What follows belongs to an exercise in optimizing a design on an open flow for small area, a short achievable clock period and few clock cycles per item; a production flow would make more cautious choices. Function was checked by simulation only, so behaviour that the tests miss may differ from the original.

Design avalon_accel, start of the top module:
module avalon_accel(
  input  clk,
  input  reset_n,
  input         avs_write,
  input  [31:0] avs_writedata,
  output [31:0] avs_readdata,
  input  [4:0]  avs_address,
  output logic avm_write,
  output logic avm_read,
  input         avm_waitrequest,
  output logic [31:0] avm_writedata,
  input  [31:0] avm_readdata,
  output logic [31:0] avm_address,
  output logic irq
);
logic [31:0] R [0:7];
wire [127:0] key_reg = {R[3], R[2], R[1], R[0]};
always_ff @(posedge clk or negedge reset_n)
  if (!reset_n)
    for (int i = 0; i < 8; i++)
      R[i] <= '0;
  else if (avs_write)
    R[avs_address[4:2]] <= avs_writedata;
logic act;
wire  run = act && !irq;
assign avs_readdata = (avs_address == 5'h1c) ? {31'b0, act} : R[avs_address[4:2]];
wire ctrl_wr = avs_write && (avs_address[4:2] == 3'd7);
localparam [1:0] WH = 2'd0, WL = 2'd1, RH = 2'd2, RL = 2'd3;
logic [1:0]  ph;
logic        breq;           
logic        bpt;            
logic        comp;           
logic [63:0] buff;           
logic [31:3] rd_ptr, wr_ptr;
logic [31:0] rem;            
logic        more;           
wire acc    = breq && !avm_waitrequest;
wire bdone  = (acc && (ph == RL || (ph == WL && !more))) || (run && !breq);
wire finish = acc && ph == WL && !more && !comp;
wire        ready;
wire [63:0] ct;
wire        swap = run && bdone && ready && !finish;
wire        newpt = (acc && ph == RL) || bpt;
wire [63:0] pt = {buff[63:32], breq ? avm_readdata : buff[31:0]};
assign avm_read      = breq && ph[1];
assign avm_write     = breq && !ph[1];
assign avm_address   = {ph[1] ? rd_ptr : wr_ptr, ph[0], 2'b00};
assign avm_writedata = ph[0] ? buff[31:0] : buff[63:32];
always_ff @(posedge clk or negedge reset_n)
  if (!reset_n) begin
    act  <= 1'b0;
    irq  <= 1'b0;
    breq <= 1'b0;
    bpt  <= 1'b0;
    comp <= 1'b0;
    ph   <= RH;
  end else begin
    if (!act) begin
      if (ctrl_wr && avs_writedata[0]) begin
        act  <= 1'b1;
        breq <= 1'b1;
        ph   <= RH;
  ...
Size in the first run: roughly 610 flip-flops, ~170 I/O pins, ~41000 sq um of cells after synthesis.
==> module present_dp, before the edit <==
module present_dp (
  input  [63:0]  d,
  input  [127:0] k,
  input  [CW-1:0] cyc,
  output logic [63:0]  d_next,
  output logic [127:0] k_next,
  output logic [63:0]  ct
);
function [3:0] fSBox (input [3:0] x);
  fSBox[0] = (x[1]&x[2]) ^ x[2] ^ x[3] ^ x[0];
  fSBox[1] = (x[1]&x[3]) ^ (x[0]&x[1]&x[2]) ^ (x[0]&x[2]&x[3]) ^ (x[2]&x[3]) ^
             (x[0]&x[1]&x[3]) ^ x[3] ^ x[1];
  fSBox[2] = ~((x[0]&x[3]) ^ (x[0]&x[1]) ^ (x[0]&x[2]&x[3]) ^ (x[1]&x[3]) ^
               (x[0]&x[1]&x[3]) ^ x[3] ^ x[2]);
  fSBox[3] = ~((x[0]&x[1]&x[3]) ^ (x[1]&x[2]) ^ (x[0]&x[1]&x[2]) ^ (x[0]&x[2]&x[3]) ^
               x[3] ^ x[1] ^ x[0]);
endfunction
function [63:0] P (input [63:0] x);
integer b;
begin
  for (b = 0; b < 63; b = b + 1)
    P[(16*b) % 63] = x[b];
  P[63] = x[63];
end
endfunction
always_comb begin : rounds
  integer j, sb;
  logic [63:0]  dd, ax;
  logic [127:0] kk;
  logic [4:0]   rc;
  dd = d;
  kk = k;
  ax = '0;
  ct = '0;
  for (j = 0; j < ROUNDS_PER_CYCLE; j = j + 1) begin
    rc = 5'(cyc * ROUNDS_PER_CYCLE + j + 1);
    ax = dd ^ kk[127:64];
    if (j == CT_STAGE) ct = ax;
    for (sb = 0; sb < 16; sb = sb + 1)
      dd[4*sb+3 -: 4] = fSBox(ax[4*sb+3 -: 4]);
    dd = P(dd);
    kk = {kk[66:0], kk[127:67]};
    kk = {fSBox(kk[127:124]), fSBox(kk[123:120]), kk[119:67], kk[66:62] ^ rc, kk[61:0]};
  end
  d_next = dd;
  k_next = kk;
end
endmodule
==> module present_ctrl, before the edit <==
module present_ctrl (
  input            clk,
  input            nrst,
  input            ld,      
  input            run,     
  output           last,    
  output logic [CW-1:0] cyc
);
assign last = (cyc == CW'(N_CYCLES-1));
always_ff @(posedge clk)
  if (ld)
    cyc <= '0;
  else if (run && !last)
    cyc <= cyc + 1'b1;
endmodule
==> module present, before the edit <==
module present (
  input          clk,
  input          nrst,
  input          ld,
  input          busy,       
  input  [63:0]  plaintext,
  input  [127:0] key,
  output         ready,      
  output [63:0]  ciphertext
);
logic [63:0]  dreg;
logic [127:0] kreg;
wire  [63:0]  d_next;
wire  [127:0] k_next;
wire  [CW-1:0] cyc;
wire          last;
present_ctrl ctrl_i (
  .clk (clk),
  .nrst(nrst),
  .ld  (ld),
  .run (busy),
  .last(last),
  .cyc (cyc)
);
present_dp dp_i (
  .d     (dreg),
  .k     (kreg),
  .cyc   (cyc),
  .d_next(d_next),
  .k_next(k_next),
  .ct    (ciphertext)
);
always_ff @(posedge clk)
  if (ld) begin
    dreg <= plaintext;
    kreg <= key;
  end else if (!last) begin
    dreg <= d_next;
    kreg <= k_next;
  end
assign ready = !busy || last;
endmodule
==> module avalon_accel, before the edit <==
module avalon_accel(
  input  clk,
  input  reset_n,
  input         avs_write,
  input  [31:0] avs_writedata,
  output [31:0] avs_readdata,
  input  [4:0]  avs_address,
  output logic avm_write,
  output logic avm_read,
  input         avm_waitrequest,
  output logic [31:0] avm_writedata,
  input  [31:0] avm_readdata,
  output logic [31:0] avm_address,
  output logic irq
);
logic [31:0] R [0:7];
wire [127:0] key_reg = {R[3], R[2], R[1], R[0]};
always_ff @(posedge clk or negedge reset_n)
  if (!reset_n)
    for (int i = 0; i < 8; i++)
      R[i] <= '0;
  else if (avs_write)
    R[avs_address[4:2]] <= avs_writedata;
logic act;
wire  run = act && !irq;
assign avs_readdata = (avs_address == 5'h1c) ? {31'b0, act} : R[avs_address[4:2]];
wire ctrl_wr = avs_write && (avs_address[4:2] == 3'd7);
localparam [1:0] WH = 2'd0, WL = 2'd1, RH = 2'd2, RL = 2'd3;
logic [1:0]  ph;
logic        breq;           
logic        bpt;            
logic        comp;           
logic [63:0] buff;           
logic [31:3] rd_ptr, wr_ptr;
logic [31:0] rem;            
logic        more;           
wire acc    = breq && !avm_waitrequest;
wire bdone  = (acc && (ph == RL || (ph == WL && !more))) || (run && !breq);
wire finish = acc && ph == WL && !more && !comp;
wire        ready;
wire [63:0] ct;
wire        swap = run && bdone && ready && !finish;
wire        newpt = (acc && ph == RL) || bpt;
wire [63:0] pt = {buff[63:32], breq ? avm_readdata : buff[31:0]};
assign avm_read      = breq && ph[1];
assign avm_write     = breq && !ph[1];
assign avm_address   = {ph[1] ? rd_ptr : wr_ptr, ph[0], 2'b00};
assign avm_writedata = ph[0] ? buff[31:0] : buff[63:32];
always_ff @(posedge clk or negedge reset_n)
  if (!reset_n) begin
    act  <= 1'b0;
    irq  <= 1'b0;
    breq <= 1'b0;
    bpt  <= 1'b0;
    comp <= 1'b0;
    ph   <= RH;
  end else begin
    if (!act) begin
      if (ctrl_wr && avs_writedata[0]) begin
        act  <= 1'b1;
        breq <= 1'b1;
        ph   <= RH;
        bpt  <= 1'b0;
        comp <= 1'b0;
      end
    end else if (irq) begin
      if (ctrl_wr && !avs_writedata[0]) begin
        act <= 1'b0;
        irq <= 1'b0;
      end
    end else begin
      if (finish) begin
        irq  <= 1'b1;
        breq <= 1'b0;
      end else if (swap) begin
        comp <= newpt;
        bpt  <= 1'b0;
        breq <= comp || more;
        ph   <= comp ? WH : RH;
      end else if (acc) begin
        case (ph)
          WH: ph <= WL;
          WL: if (more) ph <= RH; else breq <= 1'b0;
          RH: ph <= RL;
          RL: begin breq <= 1'b0; bpt <= 1'b1; end
        endcase
      end
    end
  end
always_ff @(posedge clk) begin
  if (!act) begin
    rd_ptr <= R[4][31:3];
    wr_ptr <= R[5][31:3];
    rem    <= R[6];
    more   <= 1'b1;
  end else begin
    if (acc && ph == RH) begin
      rem  <= rem - 32'd1;
      more <= (rem != 32'd1);
    end
    if (acc && ph == RL) rd_ptr <= rd_ptr + 29'd1;
    if (acc && ph == WL) wr_ptr <= wr_ptr + 29'd1;
  end
  if (swap)
    buff <= ct;
  else if (acc && ph == RH)
    buff[63:32] <= avm_readdata;
  else if (acc && ph == RL)
    buff[31:0] <= avm_readdata;
end
present core (
  .clk       (clk),
  .nrst      (reset_n),
  .ld        (swap),
  .busy      (comp),
  .plaintext (pt),
  .key       (key_reg),
  .ready     (ready),
  .ciphertext(ct)
);
endmodule
clock: 7.0 ns
lec_check: 0
cap_margin: 20
core_margin: 2
core_utilization: 40
place_density: 0.6
slew_margin: 20
run.sh (not shown) runs the stock make flow with config.mk's settings and CLKGATE_MAP_FILE= SYNTH_SCRIPT=/design/flow/synth_recipe.tcl, a recipe that flattens the netlist after the stock synthesis.
Testbench counts at the start, summed over its fixed seeds: cycles 15,956, blocks 1,681.
Change:
--- a/flow/design.v
+++ b/flow/design.v
@@ -1,30 +1,27 @@
 package present_pkg;
 localparam N_ROUNDS = 32;
 localparam ROUNDS_PER_CYCLE = 4;
-localparam N_CYCLES = (N_ROUNDS + ROUNDS_PER_CYCLE - 1) / ROUNDS_PER_CYCLE;
-localparam CT_STAGE = N_ROUNDS - (N_CYCLES - 1) * ROUNDS_PER_CYCLE - 1;
-localparam CW = (N_CYCLES <= 2) ? 1 : (N_CYCLES <= 4) ? 2 : (N_CYCLES <= 8) ? 3 : (N_CYCLES <= 16) ? 4 : 5;
+localparam N_CYCLES = N_ROUNDS / ROUNDS_PER_CYCLE;
 endpackage
 import present_pkg::*;
 module present_dp (
   input  [63:0]  d,
   input  [127:0] k,
-  input  [CW-1:0] cyc,
+  input  [2:0]   cyc,
   output logic [63:0]  d_next,
   output logic [127:0] k_next,
   output logic [63:0]  ct
 );
-function [3:0] fSBox (input [3:0] x);
-  fSBox[0] = (x[1]&x[2]) ^ x[2] ^ x[3] ^ x[0];
-  fSBox[1] = (x[1]&x[3]) ^ (x[0]&x[1]&x[2]) ^ (x[0]&x[2]&x[3]) ^ (x[2]&x[3]) ^
-             (x[0]&x[1]&x[3]) ^ x[3] ^ x[1];
-  fSBox[2] = ~((x[0]&x[3]) ^ (x[0]&x[1]) ^ (x[0]&x[2]&x[3]) ^ (x[1]&x[3]) ^
-               (x[0]&x[1]&x[3]) ^ x[3] ^ x[2]);
-  fSBox[3] = ~((x[0]&x[1]&x[3]) ^ (x[1]&x[2]) ^ (x[0]&x[1]&x[2]) ^ (x[0]&x[2]&x[3]) ^
-               x[3] ^ x[1] ^ x[0]);
+function [3:0] fSBox (input [3:0] i);
+case (i)
+  4'h0: fSBox = 4'hC ; 4'h1: fSBox = 4'h5 ; 4'h2: fSBox = 4'h6 ; 4'h3: fSBox = 4'hB ;
+  4'h4: fSBox = 4'h9 ; 4'h5: fSBox = 4'h0 ; 4'h6: fSBox = 4'hA ; 4'h7: fSBox = 4'hD ;
+  4'h8: fSBox = 4'h3 ; 4'h9: fSBox = 4'hE ; 4'hA: fSBox = 4'hF ; 4'hB: fSBox = 4'h8 ;
+  4'hC: fSBox = 4'h4 ; 4'hD: fSBox = 4'h7 ; 4'hE: fSBox = 4'h1 ; 4'hF: fSBox = 4'h2 ;
+endcase
 endfunction
 function [63:0] P (input [63:0] x);
 integer b;
 begin
   for (b = 0; b < 63; b = b + 1)
     P[(16*b) % 63] = x[b];
@@ -36,42 +33,41 @@
   logic [63:0]  dd, ax;
   logic [127:0] kk;
   logic [4:0]   rc;
   dd = d;
   kk = k;
   ax = '0;
-  ct = '0;
   for (j = 0; j < ROUNDS_PER_CYCLE; j = j + 1) begin
-    rc = 5'(cyc * ROUNDS_PER_CYCLE + j + 1);
+    rc = 5'({cyc, 2'b00} + j + 1);
     ax = dd ^ kk[127:64];
-    if (j == CT_STAGE) ct = ax;
     for (sb = 0; sb < 16; sb = sb + 1)
       dd[4*sb+3 -: 4] = fSBox(ax[4*sb+3 -: 4]);
     dd = P(dd);
     kk = {kk[66:0], kk[127:67]};
     kk = {fSBox(kk[127:124]), fSBox(kk[123:120]), kk[119:67], kk[66:62] ^ rc, kk[61:0]};
   end
   d_next = dd;
   k_next = kk;
+  ct = ax;
 end
 endmodule
 import present_pkg::*;
 module present_ctrl (
   input            clk,
   input            nrst,
   input            ld,      
   input            run,     
   output           last,    
-  output logic [CW-1:0] cyc
-);
-assign last = (cyc == CW'(N_CYCLES-1));
+  output logic [2:0] cyc
+);
+assign last = (cyc == 3'(N_CYCLES-1));
 always_ff @(posedge clk)
   if (ld)
-    cyc <= '0;
+    cyc <= 3'd0;
   else if (run && !last)
-    cyc <= cyc + 1'b1;
+    cyc <= cyc + 3'd1;
 endmodule
 import present_pkg::*;
 module present (
   input          clk,
   input          nrst,
   input          ld,
@@ -82,13 +78,13 @@
   output [63:0]  ciphertext
 );
 logic [63:0]  dreg;
 logic [127:0] kreg;
 wire  [63:0]  d_next;
 wire  [127:0] k_next;
-wire  [CW-1:0] cyc;
+wire  [2:0]   cyc;
 wire          last;
 present_ctrl ctrl_i (
   .clk (clk),
   .nrst(nrst),
   .ld  (ld),
   .run (busy),
@@ -145,14 +141,14 @@
 logic        breq;           
 logic        bpt;            
 logic        comp;           
 logic [63:0] buff;           
 logic [31:3] rd_ptr, wr_ptr;
 logic [31:0] rem;            
-logic        more;           
 wire acc    = breq && !avm_waitrequest;
+wire more   = (rem != 32'd0);
 wire bdone  = (acc && (ph == RL || (ph == WL && !more))) || (run && !breq);
 wire finish = acc && ph == WL && !more && !comp;
 wire        ready;
 wire [63:0] ct;
 wire        swap = run && bdone && ready && !finish;
 wire        newpt = (acc && ph == RL) || bpt;
@@ -204,18 +200,14 @@
   end
 always_ff @(posedge clk) begin
   if (!act) begin
     rd_ptr <= R[4][31:3];
     wr_ptr <= R[5][31:3];
     rem    <= R[6];
-    more   <= 1'b1;
   end else begin
-    if (acc && ph == RH) begin
-      rem  <= rem - 32'd1;
-      more <= (rem != 32'd1);
-    end
+    if (acc && ph == RH) rem <= rem - 32'd1;
     if (acc && ph == RL) rd_ptr <= rd_ptr + 29'd1;
     if (acc && ph == WL) wr_ptr <= wr_ptr + 29'd1;
   end
   if (swap)
     buff <= ct;
   else if (acc && ph == RH)
- The changed run passed the timing, DRC and antenna checks
- global-route usage is lower by 2.5 points
- core utilization stays flat
- hold slack gains 0.0030 ns
- clock skew goes up by 0.0089 ns
- design area goes up by 13%
- first-iteration DRC count went down by 20%
- via count went up by 5.1%
- sequential share of layout area drops by 3.9 points
- wire length is higher by 3.4%
- worst setup slack got worse by 0.91 ns
- synthesized area rises by 13%
Testbench counts after the change, summed over its fixed seeds: cycles 15,956, blocks 1,681.

==> port drivers added, routing unchanged <==
In the flow no input, the clock included, has a driving cell. The finished layouts below were timed again as built, in two steps. Step 1 sets driving cells, clkbuf_16 on the clock port and buf_2 on the other inputs (assumed; they add their load-dependent delay and slew). Step 2 moves the port delays by t, midway between the first and last clock arrival at a register: inputs arrive t later, outputs are due t later. That takes back most of the time a late clock gives input paths. Slacks: ideal / step 1 / step 2; pairs: ideal / step 1.
run	shift t [ns]	setup WS [ns]	worst register clock-pin slew, ns
the first run	0.704	1.248 / 1.248 / 1.248	0.07 / 0.07
the second run	0.724	0.343 / 0.343 / 0.343	0.07 / 0.07
After both steps setup and hold are still met in every run listed.
